From an optimization exercise on the open Yosys and OpenROAD flow, aimed at small area; shortcuts taken in it are not production practice. In this exercise RTL edits were held to simulation tests only and were not proved equivalent to the original. Power is estimated from default activity; no workload was simulated. The flow treats the clock pin as an ideal source, which a real chip does not have.

==> flow/design.v <==
module node(clk, rst, textfile, keyword, data_wr, key_en, result);
	input clk;
	input rst;
	input [31:0] textfile;
	input [31:0] keyword;
	input data_wr;
	input key_en;
	output [31:0] result;
	reg [2:0] ph;
	reg [127:0] kc;
	reg [255:0] kr;
	reg ken_d;
	reg eq_c;		 
	reg er;			 
	reg eqa, eqb;		 
	reg cur_valid;		 
	reg [1:0] cur_slot;	 
	reg a_valid, b_valid;
	reg [1:0] a_slot, b_slot;
	reg [1:0] nslots;	 
	wire kfirst = key_en & ~ken_d;
	wire kdone  = ken_d & ~key_en;
	wire [31:0] m = kc[{ph[1:0], 5'b00000} +: 32];
	wire mr = (kr[31:0] == m);
	wire cp = ~key_en & ~ken_d & (ph[2] ? (a_valid & ~b_valid) : ~a_valid);
	always @(posedge clk or negedge rst)
		if (!rst)
			ph <= 3'd0;
		else
			ph <= ph + 3'd1;
	always @(posedge clk) begin
		ken_d <= key_en;
		if (key_en) begin
			kc <= {keyword, kc[127:32]};
			eq_c <= (kfirst | eq_c) & (keyword == kc[31:0]);
		end
		kr <= {(cp ? m : kr[31:0]), kr[255:32]};
		er <= ((ph[1:0] == 2'd0) | er) & mr;
		if (ph == 3'd3)
			eqa <= er & mr;
		if (ph == 3'd7)
			eqb <= er & mr;
	end
	wire hit_a = eqa & a_valid;
	wire hit_b = eqb & b_valid;
	wire [1:0] idx = cur_valid ? cur_slot : hit_a ? a_slot : hit_b ? b_slot : nslots;
	reg d1, d2, d3, d4;
	reg [7:0] p, q;
	always @(posedge clk) begin
		d1 <= data_wr;
		d2 <= d1;
		d3 <= d2;
		d4 <= d3;
		q <= textfile[31:24];
		p <= d2 ? q : textfile[23:16];
	end
	wire [7:0] b = data_wr ? textfile[7:0] : d1 ? textfile[15:8] : p;
	wire lv = data_wr | d1 | d2 | d3;
	wire sep = (b == 8'h00) || (b[7:4] == 4'h2) || (b == 8'h3a) || (b == 8'h3b) || (b == 8'h3f);
	reg [4:0] col;		 
	reg match;		 
	wire [7:0] kl = kc[{col[3:0], 3'b000} +: 8];
	wire full = col[4];
	wire comp = (lv & sep & (col != 5'd0)) | ((lv & ~sep | d4) & full);
	wire eqw = match & (full | (kl == 8'h00));
	always @(posedge clk or negedge rst)
		if (!rst)
			col <= 5'd0;
		else if (comp)
			col <= 5'd0;
		else if (lv & ~sep)
			col <= col + 5'd1;
	always @(posedge clk)
		if (lv & ~sep & ~full)
			match <= ((col == 5'd0) | match) & (b == kl);
	reg s1, s2;
	reg [13:0] r;
	wire s = comp & eqw & ~s2;
	wire f = s & ~(r[0] | r[1] | r[2] | r[3]);
	always @(posedge clk) begin
		s1 <= s;
		s2 <= s1;
	end
	always @(posedge clk) begin
		r[3:0] <= {r[2:0], f};
		r[8:5] <= r[7:4];
		r[13:10] <= r[12:9];
	end
	always @(posedge clk or negedge rst)
		if (!rst) begin
			r[4] <= 1'b0;
			r[9] <= 1'b0;
		end else begin
			r[4] <= r[3];
			r[9] <= r[8];
		end
	wire upd = r[13];
	reg [4:0] c0;
	reg [3:0] c1, c2, c3;
	always @(posedge clk or negedge rst)
		if (!rst) begin
			c0 <= 0; c1 <= 0; c2 <= 0; c3 <= 0;
			cur_valid <= 0;
			a_valid <= 0; b_valid <= 0;
			nslots <= 0;
		end else begin
			if (upd) begin
				case (idx)
					2'd0: c0 <= c0 + 5'd1;
					2'd1: c1 <= c1 + 4'd1;
					2'd2: c2 <= c2 + 4'd1;
					2'd3: c3 <= c3 + 4'd1;
				endcase
				cur_valid <= 1'b1;
				if (!cur_valid & !hit_a & !hit_b)
					nslots <= nslots + 2'd1;
			end
			if (kdone) begin
				if (cur_valid & ~a_valid)
					a_valid <= 1'b1;
				else if (cur_valid & ~b_valid)
					b_valid <= 1'b1;
				cur_valid <= cur_valid & eq_c;
			end
		end
	always @(posedge clk) begin
		if (upd)
			cur_slot <= idx;
		if (kdone & cur_valid & ~a_valid)
			a_slot <= cur_slot;
		if (kdone & cur_valid & a_valid & ~b_valid)
			b_slot <= cur_slot;
	end
	assign result = {4'b0, c3, 4'b0, c2, 4'b0, c1, 3'b0, c0};
endmodule
==> flow/run.sh <==
#!/bin/bash
# synth_recipe.tcl (not shown) runs the flow's synth.tcl, then flattens the netlist and writes it again
# the make line also repeats each setting of config.mk as NAME=value (left out here)
make -C /OpenROAD-flow-scripts/flow DESIGN_CONFIG=/design/flow/config.mk WORK_HOME=/design/flow/orfs CLKGATE_MAP_FILE= SYNTH_SCRIPT=/design/flow/synth_recipe.tcl finish
==> flow/config.mk <==
export PLATFORM = sky130hd
export DESIGN_NAME = node
export DESIGN_NICKNAME = node
export VERILOG_FILES = /design/flow/design.v
export SDC_FILE = /design/flow/constraint.sdc
export NUM_CORES = 4
export LEC_CHECK = 0
export CAP_MARGIN = 20
export CORE_MARGIN = 2
export CORE_UTILIZATION = 70
export CTS_BUF_LIST = sky130_fd_sc_hd__clkbuf_8 sky130_fd_sc_hd__clkbuf_16
export CTS_CLUSTER_DIAMETER = 100
export CTS_CLUSTER_SIZE = 24
export SLEW_MARGIN = 20
export SYNTH_MEMORY_MAX_BITS = 8192
==> flow/constraint.sdc <==
create_clock -name core_clock -period 10.0 [get_ports {clk}]
set_input_delay 2.0000 -clock core_clock [delete_from_list [all_inputs] [get_ports {clk}]]
set_output_delay 2.0000 -clock core_clock [all_outputs]
set_load 0.01 [all_outputs]
==> results of run 1 <==
==> flip-flops by register name, summed over array words and instances, names as in the netlist, 4 cells and up <==
| name | flops |
|---|---|
| c1 | 4 |
| c3 | 4 |
| kr | 256 |
| col | 5 |
| r | 14 |
| q | 8 |
| c2 | 4 |
| kc | 128 |
| p | 8 |
| c0 | 5 |
==> cells by family (layout without fill, tap and decap cells) <==
logic type | count (synthesis) | count (layout) | synth area share, %
other cells | 1 | 15 | 0.0250
fa+ha+maj | 10 | 10 | 0.835
compound gates | 47 | 47 | 2.35
mux | 120 | 120 | 14.2
buf+inv | 51 | 140 | 2.06
flops | 462 | 462 | 72.0
xor+xnor | 87 | 87 | 5.08
simple gates | 95 | 95 | 3.47
==> Yosys cell counts, drive strengths merged, types with 7 or more instances <==
cell    instances
dfrtp          32
xnor2          76
nand3           7
a22oi          16
dfxtp         292
nand2          24
ha             10
o21ai          10
nor4            9
nor2           11
nand4          21
mux2i           8
buf            31
edfxtp        138
mux2           48
mux4           64
xor2           11
inv            11
clkbuf          9
==> final cells by class <==
class                      instances  area, um2
timing repair buffer              89        871
inverter                          11       41.3
clock inverter                    17       85.1
fill                            1112       4370
tap                              275        344
sequential                       462      10800
clock buffer                      23        576
multi-input combinational        374       3940
==> critical path, stage by stage <==
cell and delay (ps):
clkdlybuf4s50_1 890, mux2i_4 360, o211ai_1 190, a2111o_1 520, o21ai_2 300, and4bb_1 240
==> power by group through the flow <==
| stage | logic, mW | clock network, mW | registers, mW |
|---|---|---|---|
| global route | 0.590 | 1.07 | 2.42 |
| global placement | 0.533 | 0 | 2.40 |
| finish | 0.562 | 0.988 | 2.38 |
| CTS | 0.561 | 1.00 | 2.39 |
| floorplan | 0.443 | 0 | 2.33 |
| detailed placement | 0.556 | 0 | 2.42 |
==> worst min-delay path by stage <==
stage / to / slack, ps / cells past startpoint
floorplan: kr[0] / 310 / 0
finish: kr[179] / 320 / 0
global placement: kr[186] / 310 / 0
global route: kr[67] / 330 / 0
detailed placement: kr[67] / 310 / 0
CTS: kr[179] / 320 / 0
==> through the flow <==
stage | worst slack (ps) | total power [mW]
floorplan | 6480 | 2.78
global placement | 5590 | 2.93
detailed placement | 5450 | 2.98
CTS | 6010 | 3.95
global route | 5830 | 4.08
finish | 5970 | 3.93
==> routing by layer <==
metal / vias up / GRT usage, % / part of all wire (%)
met2: 288 / 42.0 / 50
met3: 42 / 3.33 / 5.6
met5: - / 0 / 0
li1: 3334 / - / -
met4: 0 / 6.32 / 2.3
met1: 3783 / 34.8 / 43
==> results.txt, run 1 <==
* Outcome: complete, no violations
* TritonRoute pass-1 iters at 5
* Min-delay src: kr[211]
* Global-route wire length before repair at 42.4 mm
* Post-CTS Setup Repair Bufs at 0
* Initial DRC Count at 621
* RSZ-0062 raised after global routing: false
* Crit Path Max Fanout at 16
* Comb pwr share at 14.3%
* Num CTS Buffers at 23
* Synth top area share at 39.0%
* Final Instance Area at 16,700 um2
* Placed inst area at 16,000 um2
* Final ANT Viol Nets at 0
* Final std cells w/o fill at 1,251
* Final wirelength at 27.6 mm
* Synth top area cells: dfxtp_1 (39%), edfxtp_1 (28%), mux4_2 (8.3%), dfrtp_1 (5.3%), xnor2_1 (4.4%)
* Clock share of power at about a quarter
* Largest net degree at the start of global routing at 75
* Finish-stage setup viols at 0
* Worst hold path type: reg2reg
* Period utilisation layout at 40.3%
* Residual DRC at 0
* Post-synth EDFFs at approximately 140
* Pwr Density at 236 nW/um2
* Root Buffer: clkbuf_16
* Minimum clock period at 4030 ps
* Placed wire-length estimate at 18.6 mm
* Clock Path Buffers at 3
* Sequential area share after synthesis at 72.0%
* Skew-Pair Late Insertion Delay at 540 ps
* R2R cell count at 6
* DR vias/cell at 5.95
* Yosys reg bits at 462
* Critical Path End Type: flop
* Worst EP arrival at 4500 ps
* Core area at 21,000 um2
* Wirelength per Cell at 22.1 um
* Nets at 1,039
* Antenna violations before repair at 0
* Ys async rst share at under 10%
* Int Pwr at between 2 and 3 mW
* Sw Pwr at 994 uW
* Capturing point of the worst reg2reg path: eqb
* Slew @ Worst Pin at 1140 ps
* Crit Path Class: in2reg
* Post-Syn Area at 15,000 um2
* Die width at 150 um
* Commonest non-fill, non-tap cells in the layout: dfxtp_1 (292), edfxtp_1 (138), clkdlybuf4s50_1 (82)
* Hold_ws at 319 ps
* FF-to-FF Start: ph[0]
* Max Cap Viol at 0
* Crit path required time at 10,470 ps
* Flop pwr share at 60.6%
* Clk_skew at 29.1 ps
* Max-slew violations at 0
* Crit path to: s1
* N_diodes at 0
* Row count at 53
* Mapped Cells at 873
* Worst Setup SP: data_wr
* Layout Utilization at around four fifths
* Vias in the first global route at 7,499
* Synth warnings at 1
* Area leader, netlist: dfxtp_1
* Critical path startpoint category: input port
* Switching share of power at 25.3%
* Initial core utilization at roughly 70%
* Number of unique standard cell types used by synthesis at 57
* Relative slew slack at a little under a quarter
* Flop-to-flop setup slack at 6640 ps
* Layout cells sized above 1 at 14.9%
* Ports at 100
* Congestion Overflow GR at 0
* CTS tree: yes
* Die Area at 22,600 um2
* Hold Buf Count CTS at 0
* Die height at 150 um
* CTS clock-pin slew for the worst setup and hold paths at 90 ps
* Synth Flop Type: dfxtp_1
* Post-cts resize count at 0
* Max frequency at 248 MHz
* Setup_tns at 0 ps
* Leakage power at 6.29 nW
* Vias at around 7,400
* Hold Vio Cnt, Final at 0
* Area Overhead vs Synth at 11.1%
* CTS HTree Levels at 1
* Routability Congestion at 0.856
* CTS Sinks at 462
* I/O Buffers at 84
* Commonest non-fill, non-tap cell in the layout: dfxtp_1
* Overall Global Routing Usage at 24.9%
* Cells after DPL at 1,211
* Mean Syn Cell Area at 17.2 um2
* Max IR drop VDD at 0.000254 V
==> run 2, diff against run 1 <==
==> flow/flow/run.sh (new file) <==
#!/bin/bash
# Standard ORFS layout with three changes to how it is made:
#  - port buffers use the smallest buffer cell,
#  - buffers inserted by ABC are removed before placement (repair re-adds
#    any that timing or slew needs),
#  - CTS clusters more flip-flops per clock buffer and adds no dummy loads.
set -euo pipefail
export BUFFER_PORTS_ARGS="-buffer_cell sky130_fd_sc_hd__buf_1"
export REMOVE_ABC_BUFFERS=1
export CTS_ARGS="-sink_clustering_enable -repair_clock_nets -sink_clustering_size 34 -sink_clustering_max_diameter 60 -buf_list sky130_fd_sc_hd__clkbuf_16 -dont_use_dummy_load"
bash standard.sh synth > synth.log 2>&1
bash standard.sh finish > layout.log 2>&1
==> flow/standard.sh (new file) <==
#!/bin/bash
# synth_recipe.tcl (not shown) runs the flow's synth.tcl, then flattens the netlist and writes it again
# the make line also repeats each setting of config.mk as NAME=value (left out here)
make -C /OpenROAD-flow-scripts/flow DESIGN_CONFIG=/design/flow/config.mk WORK_HOME=/design/flow/orfs CLKGATE_MAP_FILE= SYNTH_SCRIPT=/design/flow/synth_recipe.tcl "${@:-finish}"
--- a/flow/config.mk
+++ b/flow/config.mk
@@ -10,5 +10,2 @@
 export CORE_UTILIZATION = 70
-export CTS_BUF_LIST = sky130_fd_sc_hd__clkbuf_8 sky130_fd_sc_hd__clkbuf_16
-export CTS_CLUSTER_DIAMETER = 100
-export CTS_CLUSTER_SIZE = 24
 export SLEW_MARGIN = 20
removed: flow/run.sh
==> run 2 against run 1 <==
Effect of this change:
- power shrank 2.1%
- synthesized cell count did not move
- clock power decreased by 5.9%
- clock skew up 25 ps
- via count down 0.99%
- utilization down 2.8 points
- final area decreased by 3.5%
- count of clock-buffer cells in the layout is the same
- critical path depth unchanged
- sequential share of layout area up 2.4 points
- first-iteration DRC count up 13%
==> results.txt, run 2 <==
* Vias in the first global route at 7,590 (was 7,499)
* Commonest non-fill, non-tap cells in the layout: dfxtp_1 (292), edfxtp_1 (138), buf_1 (82) (was dfxtp_1 (292), edfxtp_1 (138), clkdlybuf4s50_1 (82))
* Routability Congestion at 0.886 (was 0.856)
* FF-to-FF Start: ph[0] (unchanged)
* Critical Path End Type: flop (unchanged)
* Overall power at 3.85 mW (was 3.93 mW)
* Setup_tns at 0 ps (unchanged)
* Final wirelength at 27.3 mm (was 27.6 mm)
* # fillers at 1,189 (was 1,112)
* Die width at 150 um (unchanged)
* Min-delay src: kr[171] (was kr[211])
* Period utilisation layout at 38.0% (was 40.3%)
* Crit Path Class: in2reg (unchanged)
* Post-Syn Area at 15,000 um2 (unchanged)
* CTS clock-pin slew for the worst setup and hold paths at 110 ps (was 90 ps)
* Vias at 7,373 (was 7,447)
* I/O Buffers at 84 (unchanged)
* Synth top area share at 39.0% (unchanged)
* Number of unique standard cell types used by synthesis at 57 (unchanged)
* DR vias/cell at 5.97 (was 5.95)
* Row count at 53 (unchanged)
* Max-slew violations at 0 (unchanged)
* Slowest-stage cell, CP: buf_1 (was clkdlybuf4s50_1)
* Crit path required time at 10,450 ps (was 10,470 ps)
* Commonest cells in the netlist: dfxtp_1 (292), edfxtp_1 (138), xnor2_1 (76) (unchanged)
* Hold Vio Cnt, Final at 0 (unchanged)
* RSZ-0062 raised after global routing: false (unchanged)
* Sequential area share after synthesis at 72.0% (unchanged)
* Largest regs: kr: 256 flops, kc: 128 flops, r: 14 flops (unchanged)
* Yosys reg bits at 462 (unchanged)
* Largest net degree at the start of global routing at 85 (was 75)
* Skew-Pair Late Insertion Delay at 540 ps (about the same)
* Register with the most flip-flops: kr (unchanged)
* Post-synth EDFFs at 138 (unchanged)
* Area Overhead vs Synth at 7.17% (was 11.1%)
* Overall Global Routing Usage at 24.9% (about the same)
* N_diodes at 0 (unchanged)
* CP cell instances: buf_1 -> o21ai_0 -> a21bo_2 -> a2111o_1 -> o21ai_2 -> nor3b_2 (was clkdlybuf4s50_1 -> mux2i_4 -> o211ai_1 -> a2111o_1 -> o21ai_2 -> and4bb_1)
* Ys async rst share at 6.93% (unchanged)
* Hold Buf Count CTS at 0 (unchanged)
* Worst hold path type: reg2reg (unchanged)
* Flop-to-flop setup slack at 7000 ps (was 6640 ps)
* Clk_skew at 53.7 ps (was 29.1 ps)
* Die height at 150 um (unchanged)
* Hold_ws at 294 ps (was 319 ps)
* Hold path depth at 0 (unchanged)
* Clock Path Buffers at 3 (unchanged)
* Synth top area cells: dfxtp_1 (39%), edfxtp_1 (28%), mux4_2 (8.3%), dfrtp_1 (5.3%), xnor2_1 (4.4%) (unchanged)
* Synth warnings at 1 (unchanged)
* Layout cells sized above 1 at 15.0% (was 14.9%)
* Post-CTS Setup Repair Bufs at 0 (unchanged)
* Mean Syn Cell Area at 17.2 um2 (unchanged)
* Mapped Cells at 873 (unchanged)
* Post-cts resize count at 0 (unchanged)
* Capturing point of the worst reg2reg path: eqb (unchanged)
* Max Cap Viol at 0 (unchanged)
* Congestion Overflow GR at 0 (unchanged)
* Final ANT Viol Nets at 0 (unchanged)
* Area leader, netlist: dfxtp_1 (unchanged)
* Max IR drop VDD at 0.000173 V (was 0.000254 V)
* Crit Path Max Fanout at 16 (unchanged)
* Commonest non-fill, non-tap cell in the layout: dfxtp_1 (unchanged)
* Num CTS Buffers at 23 (unchanged)
* Residual DRC at 0 (unchanged)
* CTS HTree Levels at 1 (unchanged)
* Relative slew slack at 28.7% (was 23.7%)
* CTS tree: yes (unchanged)
* Leakage power at 5.99 nW (was 6.29 nW)
* CTS Sinks at 462 (unchanged)
* Most numerous cell in the Yosys netlist: dfxtp_1 (unchanged)
* Critical path startpoint category: input port (unchanged)
* Outcome: complete, no violations (unchanged)
* Core area at 21,000 um2 (unchanged)
* Nets at 1,040 (was 1,039)
* Placed wire-length estimate at 18.4 mm (was 18.6 mm)
* Ports at 100 (unchanged)
* CP max stage delay at 600 ps (was 890 ps)
* Global-route wire length before repair at 42.1 mm (was 42.4 mm)
* Synth Flop Type: dfxtp_1 (unchanged)
* Max frequency at 263 MHz (was 248 MHz)
* Pwr Density at 240 nW/um2 (was 236 nW/um2)
* Initial DRC Count at 703 (was 621)
* TritonRoute pass-1 iters at 5 (unchanged)
* Worst EP arrival at 4250 ps (was 4500 ps)
* Initial core utilization at 71.3% (unchanged)
* Minimum clock period at 3800 ps (was 4030 ps)
* Largest register FFs at 256 (unchanged)
* Slew @ Worst Pin at 1070 ps (was 1140 ps)
* Wirelength per Cell at 22.1 um (about the same)
* Hold Path End: kr[139] (was kr[179])
* Root Buffer: clkbuf_16 (unchanged)
* R2R cell count at 6 (unchanged)
* Antenna violations before repair at 0 (unchanged)
* Die Area at 22,600 um2 (unchanged)
* Finish-stage setup viols at 0 (unchanged)
## run 2: cell count changes in the layout (fill, tap and decap cells not counted), sizes merged
cell           before  now
clkdlybuf4s50      82    0
buf                 7   88
inv                28   11
clkbuf             23   25
## run 2: worst max-delay path by stage
stage                           start  endpoint
after detailed placement      data_wr      r[0]
final                         data_wr      r[0]
after CTS                     data_wr      r[0]
after global placement        data_wr        s1
after global routing          data_wr      r[0]
after floorplan           textfile[8]        s1
## run 2: cells by family (layout without fill, tap and decap cells)
logic type / count (synthesis) / in the layout / synth area share, %
other: 1 / 15 / 0.0250
muxes: 120 / 120 / 14.2
AOI/OAI and AO/OA: 47 / 47 / 2.35
and+or+nand+nor: 95 / 95 / 3.47
adders and majority gates: 10 / 10 / 0.835
DFF: 462 / 462 / 72.0
xor gates and xnor gates: 87 / 87 / 5.08
buffers and inverters: 51 / 124 / 2.06
## run 2: worst max-delay path, delay by kind of cell
kind                   cells  cell delay, ps
AO/OA/AOI/OAI              4            1420
AND/OR/NAND/NOR            1             220
buffers and inverters      1             600
## run 2: final cells by class
class                           instances  area (um2)  area share (%)
Clock buffer                           23         576            3.58
Inverter                               11        41.3           0.257
Multi-Input combinational cell        374        3940            24.5
Sequential cell                       462       10800            67.2
Tap cell                              275         344            2.14
Timing Repair Buffer                   90         365            2.27
## run 2: stage by stage
step / cells / instance area [um2] / worst slack, ps / utilization (%)
after detailed placement: 1212 / 15500 / 5700 / 73.7
after floorplan: 847 / 14800 / 6480 / -
final: 1235 / 16100 / 6200 / 76.4
after global routing: 1235 / 16100 / 6040 / 76.4
after global placement: 1212 / 15500 / 5880 / 73.7
after CTS: 1235 / 16100 / 6210 / 76.4
## run 2: power breakdown
group | switching [mW] | internal (mW) | leakage, nW
combinational | 0.269 | 0.265 | 1.52
sequential | 0.162 | 2.22 | 4.18
clock | 0.519 | 0.411 | 0.283
total | 0.950 | 2.90 | 5.99
## run 2: layer usage
metal	up-vias	global-route usage, %	wire (um)
met4	0	6.51	743
met5	-	0	0
li1	3324	-	-
met2	278	41.7	13300
met1	3728	34.6	11500
met3	43	3.88	1720
==> run 3, diff against run 2 <==
--- a/flow/design.v
+++ b/flow/design.v
@@ -9,2 +9,3 @@
 	reg [2:0] ph;
+	reg [1:0] cph;
 	reg [127:0] kc;
@@ -22,5 +23,7 @@
 	wire kdone  = ken_d & ~key_en;
-	wire [31:0] m = kc[{ph[1:0], 5'b00000} +: 32];
-	wire mr = (kr[31:0] == m);
-	wire cp = ~key_en & ~ken_d & (ph[2] ? (a_valid & ~b_valid) : ~a_valid);
+	wire full3  = a_valid & b_valid & cur_valid;
+	wire align  = (cph == ph[1:0]);
+	wire rot    = ~key_en & (full3 ? (cph != 2'd0) : align);
+	wire mr = (kr[31:0] == kc[31:0]);
+	wire cp = ~key_en & ~ken_d & align & (ph[2] ? (a_valid & ~b_valid) : ~a_valid);
 	always @(posedge clk or negedge rst)
@@ -32,7 +35,11 @@
 		ken_d <= key_en;
-		if (key_en) begin
-			kc <= {keyword, kc[127:32]};
+		if (key_en | rot)
+			kc <= {(key_en ? keyword : kc[31:0]), kc[127:32]};
+		if (key_en)
+			cph <= 2'd0;
+		else if (rot)
+			cph <= cph + 2'd1;
+		if (key_en)
 			eq_c <= (kfirst | eq_c) & (keyword == kc[31:0]);
-		end
-		kr <= {(cp ? m : kr[31:0]), kr[255:32]};
+		kr <= {(cp ? kc[31:0] : kr[31:0]), kr[255:32]};
 		er <= ((ph[1:0] == 2'd0) | er) & mr;
@@ -61,3 +68,4 @@
 	reg match;		 
-	wire [7:0] kl = kc[{col[3:0], 3'b000} +: 8];
+	wire [1:0] kch = col[3:2] - cph;
+	wire [7:0] kl = kc[{kch, col[1:0], 3'b000} +: 8];
 	wire full = col[4];
@@ -84,5 +92,6 @@
 	always @(posedge clk) begin
-		r[3:0] <= {r[2:0], f};
-		r[8:5] <= r[7:4];
-		r[13:10] <= r[12:9];
+		r[2:0] <= {r[1:0], f};
+		r[6:4] <= r[5:3];
+		r[10:8] <= r[9:7];
+		r[13:12] <= r[12:11];
 	end
@@ -90,7 +99,9 @@
 		if (!rst) begin
-			r[4] <= 1'b0;
-			r[9] <= 1'b0;
+			r[3] <= 1'b0;
+			r[7] <= 1'b0;
+			r[11] <= 1'b0;
 		end else begin
-			r[4] <= r[3];
-			r[9] <= r[8];
+			r[3] <= r[2];
+			r[7] <= r[6];
+			r[11] <= r[10];
 		end
@@ -122,3 +133,3 @@
 					b_valid <= 1'b1;
-				cur_valid <= cur_valid & eq_c;
+				cur_valid <= full3 & eq_c;
 			end
--- a/flow/flow/run.sh
+++ b/flow/flow/run.sh
@@ -9,3 +9,3 @@
 export REMOVE_ABC_BUFFERS=1
-export CTS_ARGS="-sink_clustering_enable -repair_clock_nets -sink_clustering_size 34 -sink_clustering_max_diameter 60 -buf_list sky130_fd_sc_hd__clkbuf_16 -dont_use_dummy_load"
+export CTS_ARGS="-sink_clustering_enable -repair_clock_nets -sink_clustering_size 50 -sink_clustering_max_diameter 50 -buf_list sky130_fd_sc_hd__clkbuf_16 -dont_use_dummy_load"
 bash standard.sh synth > synth.log 2>&1
==> run 3 against run 2 <==
Effect of this change:
- still clean on timing, DRC and antenna
- die area shrank 1.2%
- non-clock buffer count stayed put
- via count fell by 1.6%
- power is 11% higher
- wire length decreased by 2.7%
- cell count increased by 2.4%
- sequential cell count increased by 2
- sequential power shrank 3%
- final area grew 0.78%
- critical path type unchanged
- largest power group unchanged
- highest routed layer unchanged
==> results.txt, run 3 <==
* Outcome: complete, no violations (unchanged)
* Sequential area share after synthesis at 73.2% (was 72.0%)
* Vias at 7,258 (was 7,373)
* Max Cap Viol at 0 (unchanged)
* Critical Path End Type: flop (unchanged)
* Final wirelength at 26.5 mm (was 27.3 mm)
* # fillers at 1,186 (was 1,189)
* Post-CTS Setup Repair Bufs at 0 (unchanged)
* Max frequency at 246 MHz (was 263 MHz)
* Leakage power at 6.22 nW (was 5.99 nW)
* Clock Path Buffers at 3 (unchanged)
* Largest register FFs at 256 (unchanged)
* Skew-Pair Late Insertion Delay at 510 ps (was 540 ps)
* Slew @ Worst Pin at 973 ps (was 1070 ps)
* FF-to-FF Start: col[0] (was ph[0])
* I/O Buffers at 84 (unchanged)
* CTS Sinks at 464 (was 462)
* Worst hold path type: reg2reg (unchanged)
* Mean Syn Cell Area at 16.6 um2 (was 17.2 um2)
* Largest net degree at the start of global routing at 80 (was 85)
* Die height at 149 um (was 150 um)
* Pwr Density at 263 nW/um2 (was 240 nW/um2)
* Ports at 100 (unchanged)
* Synth Flop Type: dfxtp_1 (unchanged)
* Largest regs: kr: 256 flops, kc: 128 flops, r: 14 flops (unchanged)
* Most numerous cell in the Yosys netlist: dfxtp_1 (unchanged)
* TritonRoute pass-1 iters at 5 (unchanged)
* Commonest non-fill, non-tap cells in the layout: dfxtp_1 (293), edfxtp_1 (138), buf_1 (82) (was dfxtp_1 (292), edfxtp_1 (138), buf_1 (82))
* Period utilisation layout at 40.7% (was 38.0%)
* Ys async rst share at 7.11% (was 6.93%)
* Worst EP arrival at 4170 ps (was 4250 ps)
* Hold Vio Cnt, Final at 0 (unchanged)
* Row count at 53 (unchanged)
* Synth warnings at 1 (unchanged)
* Number of unique standard cell types used by synthesis at 48 (was 57)
* Antenna violations before repair at 0 (unchanged)
* Critical path startpoint category: input port (unchanged)
* Root Buffer: clkbuf_16 (unchanged)
* Minimum clock period at 4070 ps (was 3800 ps)
* Residual DRC at 0 (unchanged)
* Setup_tns at 0 ps (unchanged)
* Synth top area cells: dfxtp_1 (40%), edfxtp_1 (28%), mux2_2 (6.0%), dfrtp_1 (5.6%), mux4_2 (4.9%) (was dfxtp_1 (39%), edfxtp_1 (28%), mux4_2 (8.3%), dfrtp_1 (5.3%), xnor2_1 (4.4%))
* Vias in the first global route at 7,542 (was 7,590)
* N_diodes at 0 (unchanged)
* Crit path to: kc[33] (was r[0])
* Overall Global Routing Usage at 24.6% (was 24.9%)
* R2R cell count at 7 (was 6)
* Yosys reg bits at 464 (was 462)
* Core area at 20,900 um2 (was 21,000 um2)
* Num CTS Buffers at 35 (was 23)
* Post-Syn Area at 14,800 um2 (was 15,000 um2)
* Crit Path Class: in2reg (unchanged)
* CTS HTree Levels at 2 (was 1)
* Crit Path Max Fanout at 79 (was 16)
* Nets at 1,072 (was 1,040)
* Max IR drop VDD at 0.000193 V (was 0.000173 V)
* Hold Buf Count CTS at 0 (unchanged)
* Area leader, netlist: dfxtp_1 (unchanged)
* Commonest cells in the netlist: dfxtp_1 (293), edfxtp_1 (138), mux2_2 (79), xnor2_1 (79) (was dfxtp_1 (292), edfxtp_1 (138), xnor2_1 (76))
* Clk_skew at 39.8 ps (was 53.7 ps)
* Final ANT Viol Nets at 0 (unchanged)
* RSZ-0062 raised after global routing: false (unchanged)
* Worst Setup SP: key_en (was data_wr)
* Mapped Cells at 890 (was 873)
* DR vias/cell at 5.74 (was 5.97)
* Post-cts resize count at 0 (unchanged)
* Crit path required time at 10,100 ps (was 10,450 ps)
* Placed wire-length estimate at 17.1 mm (was 18.4 mm)
* Area Overhead vs Synth at 9.40% (was 7.17%)
* Flop-to-flop setup slack at 7140 ps (was 7000 ps)
* Wirelength per Cell at 21.0 um (was 22.1 um)
* Die width at 149 um (was 150 um)
* Routability Congestion at 0.799 (was 0.886)
* Register with the most flip-flops: kr (unchanged)
* Min-delay src: kr[229] (was kr[171])
* Overall power at 4.26 mW (was 3.85 mW)
* Relative slew slack at 35.1% (was 28.7%)
* Finish-stage setup viols at 0 (unchanged)
* Congestion Overflow GR at 0 (unchanged)
* Global-route wire length before repair at 41.2 mm (was 42.1 mm)
* Post-synth EDFFs at 138 (unchanged)
* Die Area at 22,300 um2 (was 22,600 um2)
* CTS tree: yes (unchanged)
* Capturing point of the worst reg2reg path: s1 (was eqb)
* CTS clock-pin slew for the worst setup and hold paths at 90 ps (was 110 ps)
* Max-slew violations at 0 (unchanged)
* Layout cells sized above 1 at 16.5% (was 15.0%)
* Commonest non-fill, non-tap cell in the layout: dfxtp_1 (unchanged)
* Initial DRC Count at 426 (was 703)
* Synth top area share at 39.6% (was 39.0%)
* Initial core utilization at 70.8% (was 71.3%)
-- run 3: critical path, cell delays in order --
cell and delay [ps]:
clkbuf_2 80, buf_4 450, nand2b_4 670, buf_4 840
-- run 3: cells by family after synthesis --
kind of cell / after synthesis / synth area share, %
flops: 464 / 73.2
fa+ha+maj: 12 / 1.01
compound gates: 34 / 1.52
xor+xnor: 91 / 5.48
other cells: 1 / 0.0253
simple gates: 91 / 3.49
mux: 144 / 13.1
buf+inv: 53 / 2.11
-- run 3: worst min-delay path by stage --
stage               cells after the start  slack, ps      end
finish                                  0        290  kr[197]
global route                            0        280  kr[197]
CTS                                     0        290  kr[197]
detailed placement                      0        310  kr[160]
global placement                        0        310  kr[150]
floorplan                               0        310    kr[0]
-- run 3: stage by stage --
| step | worst slack [ps] | area (um2) | hold WS (ps) | std cells | utilization [%] |
|---|---|---|---|---|---|
| global placement | 5540 | 15300 | 310 | 1230 | 73.3 |
| detailed placement | 5450 | 15300 | 312 | 1230 | 73.3 |
| global route | 5780 | 16200 | 284 | 1265 | 77.5 |
| CTS | 5970 | 16200 | 291 | 1265 | 77.5 |
| floorplan | 4210 | 14600 | 310 | 865 | - |
| finish | 5930 | 16200 | 286 | 1265 | 77.5 |
-- run 3: power by group --
| group | switching [mW] | leakage, nW | internal [mW] |
|---|---|---|---|
| registers | 0.132 | 4.23 | 2.18 |
| clock network | 0.566 | 0.431 | 0.619 |
| logic | 0.402 | 1.57 | 0.366 |
-- run 3: area by class of cell --
type / count / area (um2) / area share, %
flip-flops and latches: 464 / 10800 / 67.0
repair buffers: 90 / 363 / 2.24
inverters: 14 / 52.6 / 0.325
clock buffers: 35 / 876 / 5.41
well taps: 275 / 344 / 2.13
multi-input cells: 387 / 3710 / 22.9
-- run 3: routing by layer --
layer	vias to the layer above	global-route usage, %	share of wire [%]
li1	3336	-	-
met1	3637	32.8	42
met2	233	41.7	50
met3	52	4.31	5.2
met4	0	7.71	2.4
met5	-	0	0
==> run 4, diff against run 3 <==
--- a/flow/flow/run.sh
+++ b/flow/flow/run.sh
@@ -9,3 +9,3 @@
 export REMOVE_ABC_BUFFERS=1
-export CTS_ARGS="-sink_clustering_enable -repair_clock_nets -sink_clustering_size 50 -sink_clustering_max_diameter 50 -buf_list sky130_fd_sc_hd__clkbuf_16 -dont_use_dummy_load"
+export CTS_ARGS="-sink_clustering_enable -repair_clock_nets -sink_clustering_size 30 -sink_clustering_max_diameter 120 -buf_list sky130_fd_sc_hd__clkbuf_16 -dont_use_dummy_load"
 bash standard.sh synth > synth.log 2>&1
==> run 4 against run 3 <==
Effect of this change:
- non-clock buffer count unchanged
- sequential cell count unchanged
- power down 8.0%
- sequential power about the same
- via count down 2.5%
- synthesized area unchanged
- maximum frequency up 0.38%
- synthesized cell count unchanged
- wire length down 4.3%
- combinational power down 1%
- global-route usage down 1.2 points
- clock skew up 7.4 ps
- critical endpoint is now kc[13]
==> results.txt, run 4 <==
* Commonest cells in the netlist: dfxtp_1 (293), edfxtp_1 (138), mux2_2 (79), xnor2_1 (79) (unchanged)
* Finish-stage setup viols at 0 (unchanged)
* Commonest non-fill, non-tap cells in the layout: dfxtp_1 (293), edfxtp_1 (138), buf_1 (82) (unchanged)
* DR vias/cell at 5.66 (was 5.74)
* TritonRoute pass-1 iters at 5 (unchanged)
* Largest register FFs at 256 (unchanged)
* Outcome: complete, no violations (unchanged)
* FF-to-FF Start: col[0] (unchanged)
* Clk_skew at 47.2 ps (was 39.8 ps)
* Nets at 1,056 (was 1,072)
* Die height at 149 um (unchanged)
* Leakage power at 6.03 nW (was 6.22 nW)
* Vias at 7,073 (was 7,258)
* Area leader, netlist: dfxtp_1 (unchanged)
* Yosys reg bits at 464 (unchanged)
* Routability Congestion at 0.799 (unchanged)
* Critical path startpoint category: input port (unchanged)
* Synth warnings at 1 (unchanged)
* Synth Flop Type: dfxtp_1 (unchanged)
* N_diodes at 0 (unchanged)
* CTS Sinks at 464 (unchanged)
* Minimum clock period at 4050 ps (was 4070 ps)
* Row count at 53 (unchanged)
* Initial core utilization at 70.8% (unchanged)
* Final wirelength at 25.4 mm (was 26.5 mm)
* Pwr Density at 249 nW/um2 (was 263 nW/um2)
* CTS clock-pin slew for the worst setup and hold paths at 100 ps (was 90 ps)
* Post-CTS Setup Repair Bufs at 0 (unchanged)
* Clock Path Buffers at 3 (unchanged)
* Largest net degree at the start of global routing at 80 (unchanged)
* Max frequency at 247 MHz (was 246 MHz)
* Mean Syn Cell Area at 16.6 um2 (unchanged)
* Ys async rst share at 7.11% (unchanged)
* CTS tree: yes (unchanged)
* Max IR drop VDD at 0.000180 V (was 0.000193 V)
* Antenna violations before repair at 0 (unchanged)
* Crit Path Max Fanout at 79 (unchanged)
* Vias in the first global route at 7,294 (was 7,542)
* Overall Global Routing Usage at 23.4% (was 24.6%)
* Wirelength per Cell at 20.3 um (was 21.0 um)
* Min-delay src: kr[84] (was kr[229])
* Setup_tns at 0 ps (unchanged)
* Initial DRC Count at 400 (was 426)
* Post-cts resize count at 0 (unchanged)
* Skew-Pair Late Insertion Delay at 550 ps (was 510 ps)
* Mapped Cells at 890 (unchanged)
* Layout cells sized above 1 at 15.1% (was 16.5%)
* Ports at 100 (unchanged)
* Sequential area share after synthesis at 73.2% (unchanged)
* Worst EP arrival at 4190 ps (was 4170 ps)
* Residual DRC at 0 (unchanged)
* Max Cap Viol at 0 (unchanged)
* Crit path required time at 10,130 ps (was 10,100 ps)
* Max-slew violations at 0 (unchanged)
* Congestion Overflow GR at 0 (unchanged)
* Global-route wire length before repair at 39.8 mm (was 41.2 mm)
* Crit Path Class: in2reg (unchanged)
* Post-synth EDFFs at 138 (unchanged)
* Synth top area share at 39.6% (unchanged)
* Hold Buf Count CTS at 0 (unchanged)
* Final std cells w/o fill at 1,249 (was 1,265)
* Root Buffer: clkbuf_16 (unchanged)
* Cells after DPL at 1,230 (unchanged)
* Most numerous cell in the Yosys netlist: dfxtp_1 (unchanged)
* Period utilisation layout at 40.5% (was 40.7%)
* Critical Path End Type: flop (unchanged)
* Number of unique standard cell types used by synthesis at 48 (unchanged)
* Setup WS pre-CTS at 5450 ps (unchanged)
* Fin worst setup slack at 5950 ps (was 5930 ps)
* Placed wire-length estimate at 17.1 mm (unchanged)
* Synth top area cells: dfxtp_1 (40%), edfxtp_1 (28%), mux2_2 (6.0%), dfrtp_1 (5.6%), mux4_2 (4.9%) (unchanged)
* Die width at 149 um (unchanged)
* Die Area at 22,300 um2 (unchanged)
* Post-Syn Area at 14,800 um2 (unchanged)
* Area Overhead vs Synth at 6.69% (was 9.40%)
* Slew @ Worst Pin at 974 ps (was 973 ps)
* CTS HTree Levels at 1 (was 2)
* Final ANT Viol Nets at 0 (unchanged)
* Worst Setup SP: key_en (unchanged)
* Register with the most flip-flops: kr (unchanged)
* I/O Buffers at 84 (unchanged)
* RSZ-0062 raised after global routing: false (unchanged)
* Core area at 20,900 um2 (unchanged)
* Num CTS Buffers at 19 (was 35)
* Hold Vio Cnt, Final at 0 (unchanged)
* Worst hold path type: reg2reg (unchanged)
* Relative slew slack at 35.0% (was 35.1%)
* Largest regs: kr: 256 flops, kc: 128 flops, r: 14 flops (unchanged)
* Commonest non-fill, non-tap cell in the layout: dfxtp_1 (unchanged)
run 4: cell counts after synthesis:
Identical to the previous run, type by type.
run 4: report_power, final:
part / internal [mW] / switching (mW) / total [mW]
Combinational: 0.366 / 0.394 / 0.760
Clock: 0.344 / 0.515 / 0.859
Sequential: 2.18 / 0.129 / 2.30
run 4: path summary, 6_finish.rpt:
check                      cells after the start  slack [ps]     end
max                                            4        5950  kc[13]
min                                            0         290  kr[52]
max reg2reg                                    7        7150      s1
min reg2reg                                    0         290  kr[52]
max in group asynchronous                      1        7880  col[0]
min in group asynchronous                      1        1570    r[7]
run 4: final cells by class:
class | instances | area [um2]
Clock buffer | 19 | 475
Fill cell | 1251 | 5100
Inverter | 14 | 52.6
Multi-Input combinational cell | 387 | 3710
Sequential cell | 464 | 10800
Tap cell | 275 | 344
Timing Repair Buffer | 90 | 363
run 4: cells by family (layout without fill, tap and decap cells):
| logic type | count (synthesis) | in the layout | synth area share, % |
|---|---|---|---|
| other cells | 1 | 15 | 0.0253 |
| buf+inv | 53 | 123 | 2.11 |
| fa+ha+maj | 12 | 12 | 1.01 |
| mux | 144 | 144 | 13.1 |
| flops | 464 | 464 | 73.2 |
| compound gates | 34 | 34 | 1.52 |
| simple gates | 91 | 91 | 3.49 |
| xor+xnor | 91 | 91 | 5.48 |
run 4: layer usage:
metal | global-route usage, % | part of all wire, % | vias up
li1 | - | - | 3290
met2 | 39.7 | 50 | 184
met3 | 2.87 | 4.5 | 44
met5 | 0 | 0 | -
met1 | 32.6 | 43 | 3555
met4 | 6.24 | 2.4 | 0
run 4: metrics by stage:
stage                     utilization, %  total power, mW  hold WS, ps  area (um2)
after floorplan                        -             2.86          310       14600
after global placement              73.3             3.07          310       15300
after detailed placement            73.3             3.11          312       15300
after CTS                           75.6             3.95          286       15800
after global routing                75.6             4.08          286       15800
final                               75.6             3.92          287       15800
run 4: critical path, cell delays in order:
cell	delay [ps]
clkbuf_2	80
buf_4	460
nand2b_4	660
buf_4	850
==> run 5, diff against run 4 <==
--- a/flow/flow/run.sh
+++ b/flow/flow/run.sh
@@ -9,3 +9,3 @@
 export REMOVE_ABC_BUFFERS=1
-export CTS_ARGS="-sink_clustering_enable -repair_clock_nets -sink_clustering_size 30 -sink_clustering_max_diameter 120 -buf_list sky130_fd_sc_hd__clkbuf_16 -dont_use_dummy_load"
+export CTS_ARGS="-sink_clustering_enable -repair_clock_nets -sink_clustering_size 27 -sink_clustering_max_diameter 90 -buf_list sky130_fd_sc_hd__clkbuf_16 -dont_use_dummy_load"
 bash standard.sh synth > synth.log 2>&1
==> run 5 against run 4 <==
Effect of this change:
- utilization grew 0.24 points
- clock skew grew 8.7 ps
- maximum frequency grew 0.45%
- first-iteration DRC count shrank 1.3%
- largest cell class unchanged
==> results.txt, run 5 <==
* Finish-stage setup viols at 0 (unchanged)
* Critical path startpoint category: input port (unchanged)
* DR vias/cell at 5.70 (was 5.66)
* Pwr Density at 250 nW/um2 (was 249 nW/um2)
* Yosys reg bits at 464 (unchanged)
* Critical Path End Type: flop (unchanged)
* Synth top area share at 39.6% (unchanged)
* Synth top area cells: dfxtp_1 (40%), edfxtp_1 (28%), mux2_2 (6.0%), dfrtp_1 (5.6%), mux4_2 (4.9%) (unchanged)
* Global-route wire length before repair at 40.1 mm (was 39.8 mm)
* I/O Buffers at 84 (unchanged)
* Vias in the first global route at 7,429 (was 7,294)
* Row count at 53 (unchanged)
* Post-CTS Setup Repair Bufs at 0 (unchanged)
* Nets at 1,058 (was 1,056)
* Layout cells sized above 1 at 15.3% (was 15.1%)
* Max-slew violations at 0 (unchanged)
* Max IR drop VDD at 0.000208 V (was 0.000180 V)
* Skew-Pair Late Insertion Delay at 530 ps (was 550 ps)
* Period utilisation layout at 40.3% (was 40.5%)
* Routability Congestion at 0.799 (unchanged)
* # fillers at 1,246 (was 1,251)
* CTS tree: yes (unchanged)
* Register with the most flip-flops: kr (unchanged)
* Clk_skew at 55.9 ps (was 47.2 ps)
* Overall Global Routing Usage at 23.6% (was 23.4%)
* Sequential area share after synthesis at 73.2% (unchanged)
* Top cell by count, worst path: buf_4 (unchanged)
* Slowest-stage cell, CP: buf_4 (unchanged)
* Worst hold path type: reg2reg (unchanged)
* Outcome: complete, no violations (unchanged)
* Largest regs: kr: 256 flops, kc: 128 flops, r: 14 flops (unchanged)
* Crit Path Max Fanout at 79 (unchanged)
* Relative slew slack at 35.1% (was 35.0%)
* CP max stage delay at 840 ps (was 850 ps)
* Overall power at 3.96 mW (was 3.92 mW)
* Worst EP arrival at 4190 ps (about the same)
* Area leader, netlist: dfxtp_1 (unchanged)
* Max frequency at 248 MHz (was 247 MHz)
* Antenna violations before repair at 0 (unchanged)
* Congestion Overflow GR at 0 (unchanged)
* Clock Path Buffers at 3 (unchanged)
* Post-Syn Area at 14,800 um2 (unchanged)
* Core area at 20,900 um2 (unchanged)
* Commonest non-fill, non-tap cell in the layout: dfxtp_1 (unchanged)
* CTS Sinks at 464 (unchanged)
* Hold Buf Count CTS at 0 (unchanged)
* Crit path required time at 10,160 ps (was 10,130 ps)
* Synth Flop Type: dfxtp_1 (unchanged)
* Number of unique standard cell types used by synthesis at 48 (unchanged)
* Root Buffer: clkbuf_16 (unchanged)
* Die Area at 22,300 um2 (unchanged)
* Die width at 149 um (unchanged)
* Hold_ws at 274 ps (was 287 ps)
* Hold Vio Cnt, Final at 0 (unchanged)
* Most numerous cell in the Yosys netlist: dfxtp_1 (unchanged)
* Post-cts resize count at 0 (unchanged)
* Setup_tns at 0 ps (unchanged)
* RSZ-0062 raised after global routing: false (unchanged)
* Wirelength per Cell at 20.6 um (was 20.3 um)
* Mean Syn Cell Area at 16.6 um2 (unchanged)
* Vias at 7,128 (was 7,073)
* Mapped Cells at 890 (unchanged)
* Slew @ Worst Pin at 973 ps (was 974 ps)
* Final wirelength at 25.7 mm (was 25.4 mm)
* N_diodes at 0 (unchanged)
* Layout Utilization at 75.8% (was 75.6%)
* Final std cells w/o fill at 1,251 (was 1,249)
* Die height at 149 um (unchanged)
* Num CTS Buffers at 21 (was 19)
* Final ANT Viol Nets at 0 (unchanged)
* Synth warnings at 1 (unchanged)
* Placed wire-length estimate at 17.1 mm (unchanged)
* Max Cap Viol at 0 (unchanged)
* Area Overhead vs Synth at 7.03% (was 6.69%)
* CP cell instances: clkbuf_2 -> buf_4 -> nand2b_4 -> buf_4 (unchanged)
* Commonest non-fill, non-tap cells in the layout: dfxtp_1 (293), edfxtp_1 (138), buf_1 (82) (unchanged)
* Post-synth EDFFs at 138 (unchanged)
* Largest net degree at the start of global routing at 80 (unchanged)
* Commonest cells in the netlist: dfxtp_1 (293), edfxtp_1 (138), mux2_2 (79), xnor2_1 (79) (unchanged)
* Ys async rst share at 7.11% (unchanged)
* Ports at 100 (unchanged)
* Minimum clock period at 4030 ps (was 4050 ps)
* Crit Path Class: in2reg (unchanged)
* TritonRoute pass-1 iters at 5 (unchanged)
* Initial DRC Count at 395 (was 400)
* CTS clock-pin slew for the worst setup and hold paths at 100 ps (about the same)
* Largest register FFs at 256 (unchanged)
* Residual DRC at 0 (unchanged)
* Cells after DPL at 1,230 (unchanged)
* Initial core utilization at 70.8% (unchanged)
* Leakage power at 6.05 nW (was 6.03 nW)
* CTS HTree Levels at 1 (unchanged)
## run 5: cell types whose count changed in the layout (fill, tap and decap cells not counted)
cell | before | now
clkbuf_16 | 19 | 21
## run 5: power breakdown
group          switching (mW)  total, mW  leakage, nW  internal [mW]
Clock                   0.517      0.895        0.259          0.378
Sequential              0.129       2.31         4.23           2.18
Combinational           0.394      0.760         1.57          0.366
Total                    1.04       3.96         6.05           2.92
## run 5: worst paths after layout
kind / start / slack (ps) / to / cells after the start
max: key_en / 5970 / kc[32] / 4
min reg2reg: kr[44] / 270 / kr[12] / 0
max reg2reg: col[0] / 7190 / s1 / 7
min in group asynchronous: rst / 1550 / col[3] / 1
min: kr[44] / 270 / kr[12] / 0
max in group asynchronous: rst / 7880 / col[0] / 1
## run 5: metrics by stage
stage | setup slack [ps] | area (um2)
2_1_floorplan | 4210 | 14600
3_3_place_gp | 5540 | 15300
3_5_place_dp | 5450 | 15300
4_1_cts | 6020 | 15800
5_1_grt | 5850 | 15800
6_report | 5970 | 15800
## run 5: per-layer routing
layer / GRT usage, % / up-vias / wire length, um
met1: 31.9 / 3610 / 11100
li1: - / 3301 / -
met4: 5.76 / 0 / 463
met2: 40.5 / 183 / 13000
met5: 0 / - / 0
met3: 3.64 / 34 / 1170
## run 5: layout make-up
type,instances,area (um2),share of cell area (%)
Clock buffer,21,526,3.32
Inverter,14,52.6,0.332
Multi-Input combinational cell,387,3710,23.5
Sequential cell,464,10800,68.4
Tap cell,275,344,2.17
Timing Repair Buffer,90,363,2.29
## run 5: cells by family after synthesis
group / Yosys count / synth area share, %
compound gates: 34 / 1.52
fa+ha+maj: 12 / 1.01
xor+xnor: 91 / 5.48
flops: 464 / 73.2
mux: 144 / 13.1
other cells: 1 / 0.0253
buf+inv: 53 / 2.11
simple gates: 91 / 3.49
## run 5: worst max-delay path, delay by kind of cell
| family | cells | cell delay, ps |
|---|---|---|
| and+or+nand+nor | 1 | 660 |
| buffers and inverters | 3 | 1380 |
==> run 6, diff against run 5 <==
--- a/flow/flow/run.sh
+++ b/flow/flow/run.sh
@@ -9,3 +9,3 @@
 export REMOVE_ABC_BUFFERS=1
-export CTS_ARGS="-sink_clustering_enable -repair_clock_nets -sink_clustering_size 27 -sink_clustering_max_diameter 90 -buf_list sky130_fd_sc_hd__clkbuf_16 -dont_use_dummy_load"
+export CTS_ARGS="-sink_clustering_enable -repair_clock_nets -sink_clustering_size 33 -sink_clustering_max_diameter 120 -buf_list sky130_fd_sc_hd__clkbuf_16 -dont_use_dummy_load"
 bash standard.sh synth > synth.log 2>&1
--- a/flow/config.mk
+++ b/flow/config.mk
@@ -9,3 +9,3 @@
 export CORE_MARGIN = 2
-export CORE_UTILIZATION = 70
+export CORE_UTILIZATION = 85
 export SLEW_MARGIN = 20
==> run 6 against run 5 <==
Effect of this change:
- highest routed layer unchanged
- sequential power about the same
- still clean on timing, DRC and antenna
- power rose by 1.9%
- sequential cell count did not move
==> results.txt, run 6 <==
* Number of unique standard cell types used by synthesis at 48 (unchanged)
* Setup_tns at 0 ps (unchanged)
* Synth Flop Type: dfxtp_1 (unchanged)
* Initial core utilization at 86.1% (was 70.8%)
* CTS Sinks at 464 (unchanged)
* Global-route wire length before repair at 52.8 mm (was 40.1 mm)
* Skew-Pair Late Insertion Delay at 540 ps (was 530 ps)
* CTS clock-pin slew for the worst setup and hold paths at 120 ps (was 100 ps)
* Outcome: complete, no violations (unchanged)
* Die Area at 18,500 um2 (was 22,300 um2)
* Clock share of power at 21.0% (was 22.6%)
* Area leader, netlist: dfxtp_1 (unchanged)
* Mapped Cells at 890 (unchanged)
* Die height at 136 um (was 149 um)
* CTS tree: yes (unchanged)
* Synth warnings at 1 (unchanged)
* Crit path required time at 10,470 ps (was 10,160 ps)
* Slew @ Worst Pin at 880 ps (was 973 ps)
* Max Cap Viol at 0 (unchanged)
* Worst EP arrival at 4510 ps (was 4190 ps)
* Post-CTS Setup Repair Bufs at 0 (unchanged)
* Area Overhead vs Synth at 6.13% (was 7.03%)
* Num CTS Buffers at 18 (was 21)
* Clk_skew at 80.7 ps (was 55.9 ps)
* Max IR drop VDD at 0.000239 V (was 0.000208 V)
* Mean Syn Cell Area at 16.6 um2 (unchanged)
* Final std cells w/o fill at 1,198 (was 1,251)
* Largest regs: kr: 256 flops, kc: 128 flops, r: 14 flops (unchanged)
* Cells after DPL at 1,180 (was 1,230)
* Final ANT Viol Nets at 0 (unchanged)
* Crit Path Max Fanout at 17 (was 79)
* Placed wire-length estimate at 21.3 mm (was 17.1 mm)
* Flop pwr share at 58.1% (was 58.2%)
* Ys async rst share at 7.11% (unchanged)
* CP top delay family: compound AO/OA/AOI/OAI gates (was buffers and inverters)
* Post-cts resize count at 0 (unchanged)
* Slowest-stage cell, CP: or4_4 (was buf_4)
* Overall Global Routing Usage at 40.0% (was 23.6%)
* Capturing point of the worst reg2reg path: s1 (unchanged)
* # fillers at 510 (was 1,246)
* Placed inst area at 15,200 um2 (was 15,300 um2)
* Hold Path End: kr[218] (was kr[12])
* Sequential area share after synthesis at 73.2% (unchanged)
* DR vias/cell at 6.85 (was 5.70)
* Sw Pwr at 1.16 mW (was 1.04 mW)
* Residual DRC at 0 (unchanged)
* N_diodes at 0 (unchanged)
* Final Instance Area at 15,700 um2 (was 15,800 um2)
* Vias at 8,210 (was 7,128)
* Wirelength per Cell at 30.1 um (was 20.6 um)
* Max-slew violations at 0 (unchanged)
* Crit Path Class: in2reg (unchanged)
* Commonest cells in the netlist: dfxtp_1 (293), edfxtp_1 (138), mux2_2 (79), xnor2_1 (79) (unchanged)
* Hold Vio Cnt, Final at 0 (unchanged)
* Clock Path Buffers at 3 (unchanged)
* WP buf/inv at 1 (was 3)
* Synth top area share at 39.6% (unchanged)
* Most numerous cell in the Yosys netlist: dfxtp_1 (unchanged)
* RSZ-0062 raised after global routing: false (unchanged)
* Setup WS pre-CTS at 5450 ps (about the same)
* Yosys reg bits at 464 (unchanged)
* TritonRoute pass-1 iters at 10 (was 5)
* Area occupied by multi-input gates at 3710 um2 (about the same)
* Congestion Overflow GR at 0 (unchanged)
* Commonest non-fill, non-tap cell in the layout: dfxtp_1 (unchanged)
* Register with the most flip-flops: kr (unchanged)
* Sequential Area at 10,800 um2 (unchanged)
* R2R cell count at 8 (was 7)
* Root Buffer: clkbuf_16 (unchanged)
* Largest register FFs at 256 (unchanged)
* Post-synth EDFFs at 138 (unchanged)
* FF-to-FF Start: col[2] (was col[0])
* Core area at 17,200 um2 (was 20,900 um2)
* CP cell instances: buf_1 -> o21ai_0 -> or4_4 -> a211oi_2 -> o21ai_0 -> a21oi_1 (was clkbuf_2 -> buf_4 -> nand2b_4 -> buf_4)
* Pwr Density at 257 nW/um2 (was 250 nW/um2)
* Fin worst setup slack at 5960 ps (was 5970 ps)
* Synth top area cells: dfxtp_1 (40%), edfxtp_1 (28%), mux2_2 (6.0%), dfrtp_1 (5.6%), mux4_2 (4.9%) (unchanged)
* Worst hold path type: reg2reg (unchanged)
* Post-Syn Area at 14,800 um2 (unchanged)
* Initial DRC Count at 928 (was 395)
* Routability Congestion at 0.843 (was 0.799)
* CP max stage delay at 600 ps (was 840 ps)
* Comb pwr share at 20.9% (was 19.2%)
* Relative slew slack at 40.8% (was 35.1%)
* Switching share of power at 28.8% (was 26.3%)
* Hold path depth at 0 (unchanged)
* Finish-stage setup viols at 0 (unchanged)
* Largest net degree at the start of global routing at 97 (was 80)
* Period utilisation layout at 40.4% (was 40.3%)
* Max frequency at 248 MHz (about the same)
* Nets at 1,055 (was 1,058)
* CTS HTree Levels at 1 (unchanged)
* Die width at 136 um (was 149 um)
* Worst Setup SP: data_wr (was key_en)
* Ports at 100 (unchanged)
* I/O Buffers at 84 (unchanged)
* Antenna violations before repair at 0 (unchanged)
* Hold Buf Count CTS at 0 (unchanged)
* Final wirelength at 36.0 mm (was 25.7 mm)
* Layout cells sized above 1 at 15.1% (was 15.3%)
* Critical path startpoint category: input port (unchanged)
* Leakage power at 6.02 nW (was 6.05 nW)
* Commonest non-fill, non-tap cells in the layout: dfxtp_1 (293), edfxtp_1 (138), buf_1 (82) (unchanged)
* Top cell by count, worst path: o21ai_0 (was buf_4)
* Minimum clock period at 4040 ps (was 4030 ps)
* Flop-to-flop setup slack at 6840 ps (was 7190 ps)
* Min-delay src: kr[250] (was kr[44])
* Vias in the first global route at 8,526 (was 7,429)
* Critical Path End Type: flop (unchanged)
* Int Pwr at 2.87 mW (was 2.92 mW)
* Overall power at 4.04 mW (was 3.96 mW)
* Row count at 48 (was 53)
-- run 6: cell counts after synthesis --
No cell type changed its count.
-- run 6: cell families (layout without fill, tap and decap cells) --
| kind of cell | Yosys count | in the layout | share of synthesized area [%] |
|---|---|---|---|
| xor gates and xnor gates | 91 | 91 | 5.48 |
| muxes | 144 | 144 | 13.1 |
| other | 1 | 15 | 0.0253 |
| buffers and inverters | 53 | 122 | 2.11 |
| DFF | 464 | 464 | 73.2 |
| and+or+nand+nor | 91 | 91 | 3.49 |
| adders and majority gates | 12 | 12 | 1.01 |
| AOI/OAI and AO/OA | 34 | 34 | 1.52 |
-- run 6: cell type report --
cell class              count  area share [%]
inverters                  14           0.335
repair buffers             90            2.33
clock buffers              18            2.87
multi-input cells         387            23.7
flip-flops and latches    464            69.0
well taps                 225            1.79
-- run 6: worst max-delay path by stage --
stage / to / slack (ps) / cells after the start
6_report: col[2] / 5960 / 6
5_1_grt: col[2] / 5830 / 6
4_1_cts: kc[7] / 5990 / 4
3_5_place_dp: kc[31] / 5450 / 4
3_3_place_gp: kc[47] / 5620 / 4
2_1_floorplan: kr[224] / 4210 / 2
-- run 6: worst register-to-register path: stages, from the launching register on --
cell and delay [ps]:
dfrtp_1 510, inv_1 110, ha_1 200, xnor3_2 690, mux2i_1 230, mux2i_1 610, nor4_1 120, a21oi_1 340
and4bb_1 260
-- run 6: power by group through the flow --
stage	Combinational, mW	Clock, mW	Sequential [mW]
2_1_floorplan	0.516	0	2.35
3_3_place_gp	0.722	0	2.33
3_5_place_dp	0.775	0	2.36
4_1_cts	0.818	0.840	2.34
5_1_grt	0.873	0.897	2.35
6_report	0.844	0.848	2.34
-- run 6: stage by stage --
step,hold WS [ps],util [%]
floorplan,310,-
CTS,322,91.4
detailed placement,312,88.8
global route,332,91.4
global placement,310,88.8
finish,314,91.4
-- run 6: routing by layer --
layer  vias up  part of all wire (%)  track usage (%)
li1       3298                     -                -
met5         -                     0                0
met3       206                   9.4             9.51
met1      4039                    34             48.0
met4         0                   6.8             23.1
met2       667                    50             66.9
==> run 7, diff against run 6 <==
--- a/flow/flow/run.sh
+++ b/flow/flow/run.sh
@@ -9,3 +9,3 @@
 export REMOVE_ABC_BUFFERS=1
-export CTS_ARGS="-sink_clustering_enable -repair_clock_nets -sink_clustering_size 33 -sink_clustering_max_diameter 120 -buf_list sky130_fd_sc_hd__clkbuf_16 -dont_use_dummy_load"
+export CTS_ARGS="-sink_clustering_enable -repair_clock_nets -sink_clustering_size 32 -sink_clustering_max_diameter 120 -buf_list sky130_fd_sc_hd__clkbuf_16 -dont_use_dummy_load"
 bash standard.sh synth > synth.log 2>&1
--- a/flow/config.mk
+++ b/flow/config.mk
@@ -9,3 +9,3 @@
 export CORE_MARGIN = 2
-export CORE_UTILIZATION = 85
+export CORE_UTILIZATION = 70
 export SLEW_MARGIN = 20
==> run 7 against run 6 <==
Effect of this change:
- still clean on timing, DRC and antenna
- register-to-register slack gained 290 ps
- global-route usage shrank 17 points
- die area grew 21%
- clock skew shrank 35 ps
- clock power shrank 1%
- non-clock buffer count is the same
- combinational power shrank about 10%
- via count shrank 14%
- sequential cell count is the same
- sequential power shrank 2%
- sequential share of layout area shrank 0.25 points
- highest routed layer unchanged
==> results.txt, run 7 <==
* Overall Global Routing Usage at 23.2% (was 40.0%)
* Finish-stage setup viols at 0 (unchanged)
* # fillers at 1,252 (was 510)
* Wirelength per Cell at 20.3 um (was 30.1 um)
* Hold path depth at 0 (unchanged)
* Initial core utilization at 70.8% (was 86.1%)
* Hold Vio Cnt, Final at 0 (unchanged)
* Mapped Cells at 890 (unchanged)
* Switching share of power at 26.4% (was 28.8%)
* Sequential area share after synthesis at 73.2% (unchanged)
* Antenna violations before repair at 0 (unchanged)
* Final wirelength at 25.3 mm (was 36.0 mm)
* Largest net degree at the start of global routing at 80 (was 97)
* FF-to-FF Start: col[0] (was col[2])
* Slowest-stage cell, CP: buf_4 (was or4_4)
* Relative slew slack at 35.5% (was 40.8%)
* Most numerous cell in the Yosys netlist: dfxtp_1 (unchanged)
* Setup WS pre-CTS at 5450 ps (about the same)
* Die width at 149 um (was 136 um)
* Clock Path Buffers at 3 (unchanged)
* Area occupied by multi-input gates at 3710 um2 (about the same)
* Max IR drop VDD at 0.000182 V (was 0.000239 V)
* CTS HTree Levels at 1 (unchanged)
* Post-CTS Setup Repair Bufs at 0 (unchanged)
* Initial DRC Count at 452 (was 928)
* Critical Path End Type: flop (unchanged)
* Flop pwr share at 59.1% (was 58.1%)
* R2R cell count at 7 (was 8)
* Crit path required time at 10,140 ps (was 10,470 ps)
* CP cell instances: clkbuf_2 -> buf_4 -> nand2b_4 -> buf_4 (was buf_1 -> o21ai_0 -> or4_4 -> a211oi_2 -> o21ai_0 -> a21oi_1)
* Leakage power at 6.01 nW (was 6.02 nW)
* Clk_skew at 45.2 ps (was 80.7 ps)
* Yosys reg bits at 464 (unchanged)
* Nets at 1,055 (unchanged)
* Post-cts resize count at 0 (unchanged)
* Die height at 149 um (was 136 um)
* Min-delay src: kr[44] (was kr[250])
* Vias at 7,025 (was 8,210)
* Max-slew violations at 0 (unchanged)
* Row count at 53 (was 48)
* Hold Buf Count CTS at 0 (unchanged)
* Largest register FFs at 256 (unchanged)
* Top cell by count, worst path: buf_4 (was o21ai_0)
* CTS tree: yes (unchanged)
* Max Cap Viol at 0 (unchanged)
* Flop-to-flop setup slack at 7130 ps (was 6840 ps)
* Mean Syn Cell Area at 16.6 um2 (unchanged)
* Synth top area share at 39.6% (unchanged)
* Worst hold path type: reg2reg (unchanged)
* DR vias/cell at 5.63 (was 6.85)
* Num CTS Buffers at 18 (unchanged)
* Global-route wire length before repair at 39.5 mm (was 52.8 mm)
* Die Area at 22,300 um2 (was 18,500 um2)
* Ys async rst share at 7.11% (unchanged)
* CP max stage delay at 860 ps (was 600 ps)
* Area leader, netlist: dfxtp_1 (unchanged)
* Int Pwr at 2.87 mW (about the same)
* Sequential Area at 10,800 um2 (unchanged)
* Largest regs: kr: 256 flops, kc: 128 flops, r: 14 flops (unchanged)
* Overall power at 3.90 mW (was 4.04 mW)
* Synth Flop Type: dfxtp_1 (unchanged)
* Minimum clock period at 4040 ps (about the same)
* Ports at 100 (unchanged)
* Capturing point of the worst reg2reg path: s1 (unchanged)
* CP top delay family: buffers and inverters (was compound AO/OA/AOI/OAI gates)
* Fin worst setup slack at 5960 ps (about the same)
* Period utilisation layout at 40.4% (about the same)
* Hold Path End: kr[12] (was kr[218])
* TritonRoute pass-1 iters at 4 (was 10)
* Commonest non-fill, non-tap cells in the layout: dfxtp_1 (293), edfxtp_1 (138), buf_1 (82) (unchanged)
* Final ANT Viol Nets at 0 (unchanged)
* Post-synth EDFFs at 138 (unchanged)
* Comb pwr share at 19.5% (was 20.9%)
* Setup_tns at 0 ps (unchanged)
* Area Overhead vs Synth at 6.52% (was 6.13%)
* Register with the most flip-flops: kr (unchanged)
* Core area at 20,900 um2 (was 17,200 um2)
* Crit Path Max Fanout at 79 (was 17)
* Critical path startpoint category: input port (unchanged)
* Synth top area cells: dfxtp_1 (40%), edfxtp_1 (28%), mux2_2 (6.0%), dfrtp_1 (5.6%), mux4_2 (4.9%) (unchanged)
* Skew-Pair Late Insertion Delay at 530 ps (was 540 ps)
* Vias in the first global route at 7,262 (was 8,526)
* WP buf/inv at 3 (was 1)
* Placed wire-length estimate at 17.1 mm (was 21.3 mm)
* Layout cells sized above 1 at 15.0% (was 15.1%)
* I/O Buffers at 84 (unchanged)
* Worst EP arrival at 4180 ps (was 4510 ps)
* Slew @ Worst Pin at 967 ps (was 880 ps)
* Number of unique standard cell types used by synthesis at 48 (unchanged)
* Post-Syn Area at 14,800 um2 (unchanged)
* Residual DRC at 0 (unchanged)
* Commonest non-fill, non-tap cell in the layout: dfxtp_1 (unchanged)
* Pwr Density at 248 nW/um2 (was 257 nW/um2)
* N_diodes at 0 (unchanged)
* RSZ-0062 raised after global routing: false (unchanged)
* Synth warnings at 1 (unchanged)
* Sw Pwr at 1.03 mW (was 1.16 mW)
* Routability Congestion at 0.799 (was 0.843)
* Max frequency at 248 MHz (about the same)
* Outcome: complete, no violations (unchanged)
* CTS clock-pin slew for the worst setup and hold paths at 120 ps (about the same)
* Crit Path Class: in2reg (unchanged)
* Congestion Overflow GR at 0 (unchanged)
* CTS Sinks at 464 (unchanged)
* Clock share of power at 21.5% (was 21.0%)
* Commonest cells in the netlist: dfxtp_1 (293), edfxtp_1 (138), mux2_2 (79), xnor2_1 (79) (unchanged)
* Root Buffer: clkbuf_16 (unchanged)
-- run 7: cell count changes in the layout (fill, tap and decap cells not counted) --
cell / previous run / this run
buf_6: 1 / 0
xnor3_2: 1 / 0
buf_4: 5 / 6
xnor3_1: 0 / 1
-- run 7: worst reg2reg max path, cell delays in order, from the launching register on --
cell and delay (ps):
dfrtp_2 360, buf_4 530, mux4_2 640, mux2i_1 170, mux2i_1 220, nor4_1 430, a21oi_1 170, and4bb_1 290
-- run 7: worst max path at each step --
stage | cells after the start | start | slack (ps) | end
finish | 4 | key_en | 5960 | kc[85]
global route | 4 | key_en | 5850 | kc[5]
floorplan | 2 | key_en | 4210 | kr[224]
global placement | 4 | key_en | 5540 | kc[13]
CTS | 4 | key_en | 6000 | kc[29]
detailed placement | 4 | key_en | 5450 | kc[45]
-- run 7: power groups by stage --
stage	registers, mW	clock network [mW]	logic, mW
finish	2.30	0.838	0.759
global route	2.33	0.909	0.819
CTS	2.31	0.850	0.769
detailed placement	2.34	0	0.765
global placement	2.33	0	0.743
floorplan	2.35	0	0.516
-- run 7: layout make-up --
cell class | count | share of cell area (%)
Clock buffer | 18 | 2.86
Inverter | 14 | 0.333
Multi-Input combinational cell | 387 | 23.6
Sequential cell | 464 | 68.8
Tap cell | 275 | 2.18
Timing Repair Buffer | 90 | 2.30
-- run 7: cells by family after synthesis --
| kind of cell | after synthesis | synth area share (%) |
|---|---|---|
| buffers and inverters | 53 | 2.11 |
| AOI/OAI and AO/OA | 34 | 1.52 |
| other | 1 | 0.0253 |
| xor gates and xnor gates | 91 | 5.48 |
| DFF | 464 | 73.2 |
| muxes | 144 | 13.1 |
| adders and majority gates | 12 | 1.01 |
| and+or+nand+nor | 91 | 3.49 |
-- run 7: routing by layer --
| layer | track usage (%) | vias up | routed length [um] |
|---|---|---|---|
| met1 | 32.6 | 3519 | 10900 |
| li1 | - | 3296 | - |
| met3 | 2.84 | 35 | 1380 |
| met4 | 5.05 | 0 | 425 |
| met5 | 0 | - | 0 |
| met2 | 39.5 | 175 | 12700 |
-- run 7: metrics by stage --
stage / instance area [um2] / hold slack (ps) / std cells / util [%]
3_5_place_dp: 15300 / 312 / 1230 / 73.3
6_report: 15800 / 288 / 1248 / 75.4
4_1_cts: 15800 / 294 / 1248 / 75.4
5_1_grt: 15800 / 295 / 1248 / 75.4
2_1_floorplan: 14600 / 310 / 865 / -
3_3_place_gp: 15300 / 310 / 1230 / 73.3

afterwards: timing with drivers on the ports:
Ports are ideal in the flow. The routed layouts listed here were re-timed in OpenROAD. Step 1 assumes that a clkbuf_16 drives the clock port and a buf_2 every other input. Step 2, shift: input delay + t, output delay - t, t = (earliest + latest rising clock arrival at the registers) / 2. This alone moves slack from input paths to output paths. a / b / c = ideal ports / drivers / drivers and shift; a / b = the first two.
run | t, ns | setup WS [ns]
run 1 | 0.581 | 5.971 / 5.994 / 5.413
run 2 | 0.566 | 6.199 / 6.218 / 5.652
run 3 | 0.548 | 5.932 / 5.957 / 5.408
run 4 | 0.569 | 5.948 / 5.969 / 5.401
run 5 | 0.547 | 5.966 / 5.985 / 5.437
run 6 | 0.545 | 5.962 / 5.980 / 5.434
run 7 | 0.556 | 5.961 / 5.984 / 5.427
After both steps setup and hold are still met in every run listed.
